This is an optimization exercise on Yosys and OpenROAD, whose aim is small area and a short achievable clock period, not a production implementation.
Function was checked by simulation only, so behaviour that the tests miss may differ from the original.
Power figures rest on the tool's default switching activity, not on a simulated workload.

[constraint.sdc]
create_clock -name core_clock -period 3.6 [get_ports {i_clk}]
set_input_delay 0.7200 -clock core_clock [delete_from_list [all_inputs] [get_ports {i_clk}]]
set_output_delay 0.7200 -clock core_clock [all_outputs]
set_load 0.01 [all_outputs]
[design.v]
module fifo_regs_no_flags #(
    parameter g_WIDTH = 8,   
    parameter g_DEPTH = 32   
)(
    input wire i_rst_sync,                 
    input wire i_clk,                      
    input wire i_wr_en,                    
    input wire [g_WIDTH-1:0] i_wr_data,    
    output wire o_full,                    
    input wire i_rd_en,                    
    output wire [g_WIDTH-1:0] o_rd_data,   
    output wire o_empty                    
);
    localparam NLO = 8;
    localparam NHI = g_DEPTH / NLO;
    reg [g_WIDTH-1:0] r_SR [0:g_DEPTH-2];
    reg [g_WIDTH-1:0] r_HEAD;
    reg [NLO-1:0] r_LO;
    reg [NHI-1:0] r_HI;
    reg r_EMPTY;     
    reg r_FULL;      
    reg r_LE1;       
    wire w_WR = i_wr_en && !r_FULL;
    wire w_RD = i_rd_en && !r_EMPTY;
    wire w_UP = w_WR && !w_RD;
    wire w_DN = w_RD && !w_WR;
    wire w_N1  = r_LO[NLO-1] && r_HI[NHI-1];    
    wire w_N2  = r_LO[0]     && r_HI[0];        
    wire w_NF1 = r_LO[NLO-3] && r_HI[NHI-1];    
    reg [g_WIDTH-1:0] w_NEXT;
    reg [g_WIDTH-1:0] w_GRP;
    integer g, l;
    always @(*) begin
        w_NEXT = {g_WIDTH{1'b0}};
        for (g = 0; g < NHI; g = g + 1) begin
            w_GRP = {g_WIDTH{1'b0}};
            for (l = 0; l < NLO; l = l + 1)
                if (NLO*g + l < g_DEPTH-1)
                    w_GRP = w_GRP | ({g_WIDTH{r_LO[l]}} & r_SR[NLO*g + l]);
            w_NEXT = w_NEXT | ({g_WIDTH{r_HI[g]}} & w_GRP);
        end
    end
    integer i;
    always @(posedge i_clk) begin
        if (w_WR) begin
            r_SR[0] <= i_wr_data;
            for (i = 1; i < g_DEPTH-1; i = i + 1)
                r_SR[i] <= r_SR[i-1];
        end
        if (r_EMPTY || i_rd_en)
            r_HEAD <= r_LE1 ? i_wr_data : w_NEXT;
    end
    wire [NLO-1:0] w_LO_L = {r_LO[NLO-2:0], r_LO[NLO-1]};    
    wire [NLO-1:0] w_LO_R = {r_LO[0], r_LO[NLO-1:1]};        
    wire [NHI-1:0] w_HI_L = r_LO[NLO-1] ? {r_HI[NHI-2:0], r_HI[NHI-1]} : r_HI;
    wire [NHI-1:0] w_HI_R = r_LO[0]     ? {r_HI[0], r_HI[NHI-1:1]}     : r_HI;
    always @(posedge i_clk) begin
        if (i_rst_sync) begin
            r_LO    <= {2'b01, {(NLO-2){1'b0}}};
            r_HI    <= {1'b1, {(NHI-1){1'b0}}};
            r_EMPTY <= 1'b1;
            r_FULL  <= 1'b0;
            r_LE1   <= 1'b1;
        end else begin
            if (w_UP) begin
                r_LO    <= w_LO_L;
                r_HI    <= w_HI_L;
                r_EMPTY <= 1'b0;
                r_FULL  <= w_NF1;
                r_LE1   <= r_EMPTY;
            end else if (w_DN) begin
                r_LO    <= w_LO_R;
                r_HI    <= w_HI_R;
                r_EMPTY <= w_N1;
                r_FULL  <= 1'b0;
                r_LE1   <= w_N1 || w_N2;
            end
        end
    end
    assign o_rd_data = r_HEAD;
    assign o_full    = r_FULL;
    assign o_empty   = r_EMPTY;
endmodule
[config.mk]
export PLATFORM = sky130hd
export DESIGN_NAME = fifo_regs_no_flags
export DESIGN_NICKNAME = fifo_regs_no_flags
export VERILOG_FILES = /design/flow/design.v
export SDC_FILE = /design/flow/constraint.sdc
export NUM_CORES = 4
export LEC_CHECK = 0
export ABC_CLOCK_PERIOD_IN_PS = 1800
export CAP_MARGIN = 20
export CORE_MARGIN = 2
export CORE_UTILIZATION = 40
export CTS_BUF_LIST = sky130_fd_sc_hd__clkbuf_8 sky130_fd_sc_hd__clkbuf_16
export CTS_CLUSTER_DIAMETER = 100
export CTS_CLUSTER_SIZE = 24
export SETUP_SLACK_MARGIN = 1.8
export SLEW_MARGIN = 20
[standard.sh]
#!/bin/bash
# synth_recipe.tcl (not shown) runs the flow's synth.tcl, then flattens the netlist and writes it again
# the make line also repeats each setting of config.mk as NAME=value (left out here)
make -C /OpenROAD-flow-scripts/flow DESIGN_CONFIG=/design/flow/config.mk WORK_HOME=/design/flow/orfs CLKGATE_MAP_FILE= SYNTH_SCRIPT=/design/flow/synth_recipe.tcl "${@:-finish}"
[flow/run.sh]
#!/bin/bash
# The standard layout (standard.sh: standard synthesis, ORFS floorplan to
# finish), with one change: the buffers that buffer_ports puts on every input
# and output port are buf_4 cells, not the slow clock-delay buffer that
# buffer_ports picks by default. The full output of every tool is in
# orfs/logs/; the output of the whole run is also in run.log here.
set -euo pipefail
export BUFFER_PORTS_ARGS="-buffer_cell sky130_fd_sc_hd__buf_4"
bash standard.sh finish > run.log 2>&1
==> flow_summary.yaml <==
clock_network:
  clk_latency_ns: 0.49
  cts.sinks: 271
  clockBufferDepth: 3
  clkTransAtPathRegs_ns: 0.10
  numCtsBuffers: 15
  root_buffer: "clkbuf_16"
  ctsHoldBuffers: 0
  cts_tree: "done"
  h-tree-depth: 1
power_and_ir_drop:
  power_per_cell_area_nw_per_um2: 547
  p_comb_share_pct: 6.8
  total_power_mw: 6.00
  p_leak_nw: 3.60
  internal-power_mw: 4.64
  switching_share_pct: 22.7
  ir_worst_vdd_mv: 0.460
  switchingPower_mw: 1.36
  seq_power_share_pct: 64.2
  clock_power_share_pct: 29.0
floorplan:
  start_util_pct: 40.8
  coreArea_um2: 24300
  die_x_um: 162
  fp-row-count: 57
  io_pins: 22
  dieArea_um2: 26100
  fp.dieH_um: 162
yosys:
  ys_seq_area_share_pct: 80.5
  synthXorXnorAreaFrac_pct: 0
  synthSimpleGateAreaFrac_pct: 3.81
  synth_top_family_by_area: "compound AO/OA/AOI/OAI gates"
  synth.net_count: 573
  synth.mux.area_fraction_pct: 0.920
  ys_ff_latch: 271
  synth_area_leaders: "edfxtp_1, a22oi_1, dfxtp_1, nand4_1, buf_2"
  synthAdderAreaFrac_pct: 0.126
  synth-compound-area-share_pct: 12.4
  yosysWarnings: 2
  syn_inst: 560
  syn_area_um2: 9930
  synth_cell_types: 29
  yosys.area.top_type_share_pct: 77.4
  yosysTopAreaCell: "edfxtp_1"
  syn_avg_cell_area_um2: 17.7
worst_setup_path:
  r2r_cells: 5
  worst_setup_path_end_kind: "output port"
  cp-start-kind: "flip-flop"
  regToRegSetupSlack_ns: 1.84
  path_depth: 1
  critPathSlowestCell: "edfxtp_1"
  cp_max_fo: 1
  regToRegStartpoint: "r_LO[2]"
  worstPathArrival_ns: 1.08
  crit_chain: "buf_6"
  setup.worst_path.start: "r_HEAD[3]"
  crit_required_ns: 2.88
  path_buf_inv: 1
  critPathKind: "reg2out"
  crit_family: "flip-flops"
  max_stage_delay_ns: 0.45
global_route:
  grt_max_degree: 84
  grtUsageTotal_pct: 15.9
  antenna_found_initial: 0
  grt_pass1_vias: 5308
  grt_pass1_wl_um: 32000
  grt-ovfl-total: 0
final_layout:
  multiInputGateArea_um2: 1740
  drive_gt1_share_pct: 11.8
  register_area_um2: 8010
  nets: 587
  diodes: 0
  syn_to_final_growth_pct: 10.6
  final_cells: 902
  fillCellCount: 2039
drt:
  dr.pass1.iters: 5
  drc: 0
  finalWirelength_um: 21000
  maxUsedRoutingLayer: "met4"
  vias: 5369
  vias_per_cell: 5.95
  drt-met1-wl_um: 9310
  dr_wl_met3_um: 1430
  drt_iter0_drc: 608
  wl_per_cell_um: 23.2
  wl_met2_um: 9820
  final_antenna_net_count: 0
sta:
  slew_headroom_pct: 48.3
  clock_skew_ns: 0.0222
  period_needed_ns: 1.80
  period_share_pct: 50.1
  fmax_ghz: 0.554
  tightest_slew_ns: 0.774
  setup_violations: 0
  slew_viol_final: 0
  grt_setup_unrepaired: "yes"
  hold_viol: 0
outcome:
  status: "no timing/DRC/antenna violations"
hold_path:
  holdCritStartpoint: "i_wr_data[1]"
  holdPathStages: 1
  hold_path.class: "in2reg"
place:
  dp.cells: 876
  gp_congestion: 0.777
  port_buffers: 21
  dp_hpwl_um: 10800
run:
  drv_cap: 0
==> kinds of logic (layout without fill, tap and decap cells) <==
kind of cell | count (synthesis) | after routing
compound gates | 164 | 164
simple gates | 73 | 73
fa+ha+maj | 1 | 1
buf+inv | 42 | 60
mux | 9 | 9
flops | 271 | 271
==> flip-flops by register name, summed over array words and instances (netlist names) <==
name,count
r_HEAD,8
r_SR,248
r_LO,8
r_LE1,1
r_HI,4
r_FULL,1
r_EMPTY,1
==> placed cells by master (no fill, tap or decap), types with 8 or more instances in the layout <==
| cell | instances |
|---|---|
| edfxtp_1 | 256 |
| mux2i_1 | 8 |
| dfxtp_1 | 10 |
| nor2_1 | 27 |
| nand4_1 | 24 |
| a222oi_1 | 8 |
| a21oi_1 | 11 |
| clkbuf_16 | 15 |
| a22oi_1 | 127 |
| nand3_1 | 9 |
| a31oi_1 | 8 |
| buf_4 | 26 |
==> Yosys cell counts (all sizes together) <==
| cell | instances |
|---|---|
| nand3 | 9 |
| nor2b | 4 |
| clkbuf | 8 |
| and3b | 1 |
| a211o | 2 |
| dfxtp | 15 |
| inv | 1 |
| edfxtp | 256 |
| a21oi | 12 |
| o211ai | 1 |
| or2 | 1 |
| nor2 | 27 |
| nand2b | 3 |
| ha | 1 |
| a31oi | 8 |
| mux2i | 8 |
| nand2 | 4 |
| a22oi | 128 |
| mux2 | 1 |
| a211oi | 4 |
| nand4 | 24 |
| buf | 33 |
| a222oi | 8 |
| o21bai | 1 |
==> timing repair <==
item                       4_1_cts  5_1_grt
cloned                           1        0
gates resized for setup         16        9
setup endpoints to repair      108       94
pin swaps                        1        2
buffers inserted                 0        4
==> worst paths after layout <==
kind	endpoint
max reg2reg	r_HEAD[7]
min	r_SR[0][1]
max	o_rd_data[3]
min reg2reg	r_SR[3][5]
==> final cells by class <==
cell class / instances / area share [%]
clock buffer: 15 / 3.42
clock inverter: 6 / 0.399
inverter: 1 / 0.0342
multi-input combinational: 247 / 15.9
sequential: 271 / 72.9
tap: 324 / 3.69
timing repair buffer: 38 / 3.66
==> power by group through the flow <==
| stage | clock network [mW] | registers, mW | logic (mW) |
|---|---|---|---|
| floorplan | 0 | 3.87 | 0.269 |
| global placement | 0 | 3.91 | 0.377 |
| detailed placement | 0 | 3.92 | 0.383 |
| CTS | 1.79 | 3.85 | 0.403 |
| global route | 1.88 | 3.88 | 0.443 |
| finish | 1.74 | 3.86 | 0.407 |
==> metal layers <==
layer	track usage [%]	vias to the layer above
li1	-	2338
met1	23.5	2737
met2	25.4	263
met3	1.64	31
met4	4.42	0
met5	0	-
==> per-stage QoR <==
stage                     worst slack [ns]  cell area, um2  util, %  hold WS [ns]  TNS, ns
after floorplan                      -2.18            9960        -         0.426  -347.57
after global placement                1.01           10400     42.8         0.429        0
after detailed placement             0.916           10400     42.8         0.434        0
after CTS                             1.76           10900     44.9         0.403        0
after global routing                  1.76           11000     45.1         0.401        0
final                                 1.80           11000     45.1         0.419        0

-- port drivers added, routing unchanged --
In the flow no input, the clock included, has a driving cell. The finished layout below was timed again as built, in two steps. Step 1 (the two cells are an assumption about what drives the block):
set clk [get_ports {i_clk}]
set_driving_cell -lib_cell sky130_fd_sc_hd__clkbuf_16 $clk
set_driving_cell -lib_cell sky130_fd_sc_hd__buf_2 [delete_from_list [all_inputs] $clk]
Step 2 also shifts input and output timing later by t, the mid clock arrival at the registers, as if the neighbouring blocks saw the same clock. a / b / c = no drivers / after step 1 / after step 2; a / b = the first two.
t (ns): 0.522
slack for setup (ns): 1.795 / 1.756 / 1.425
latest minus earliest clock arrival (ns): 0.023 / 0.023
worst data-port slew with drivers (ns): 0.04
pins driven straight from the clock port: 1
After both steps setup and hold are still met in this run. The setup slack of this run moves by -0.039 ns with the drivers and by -0.370 ns with both steps.
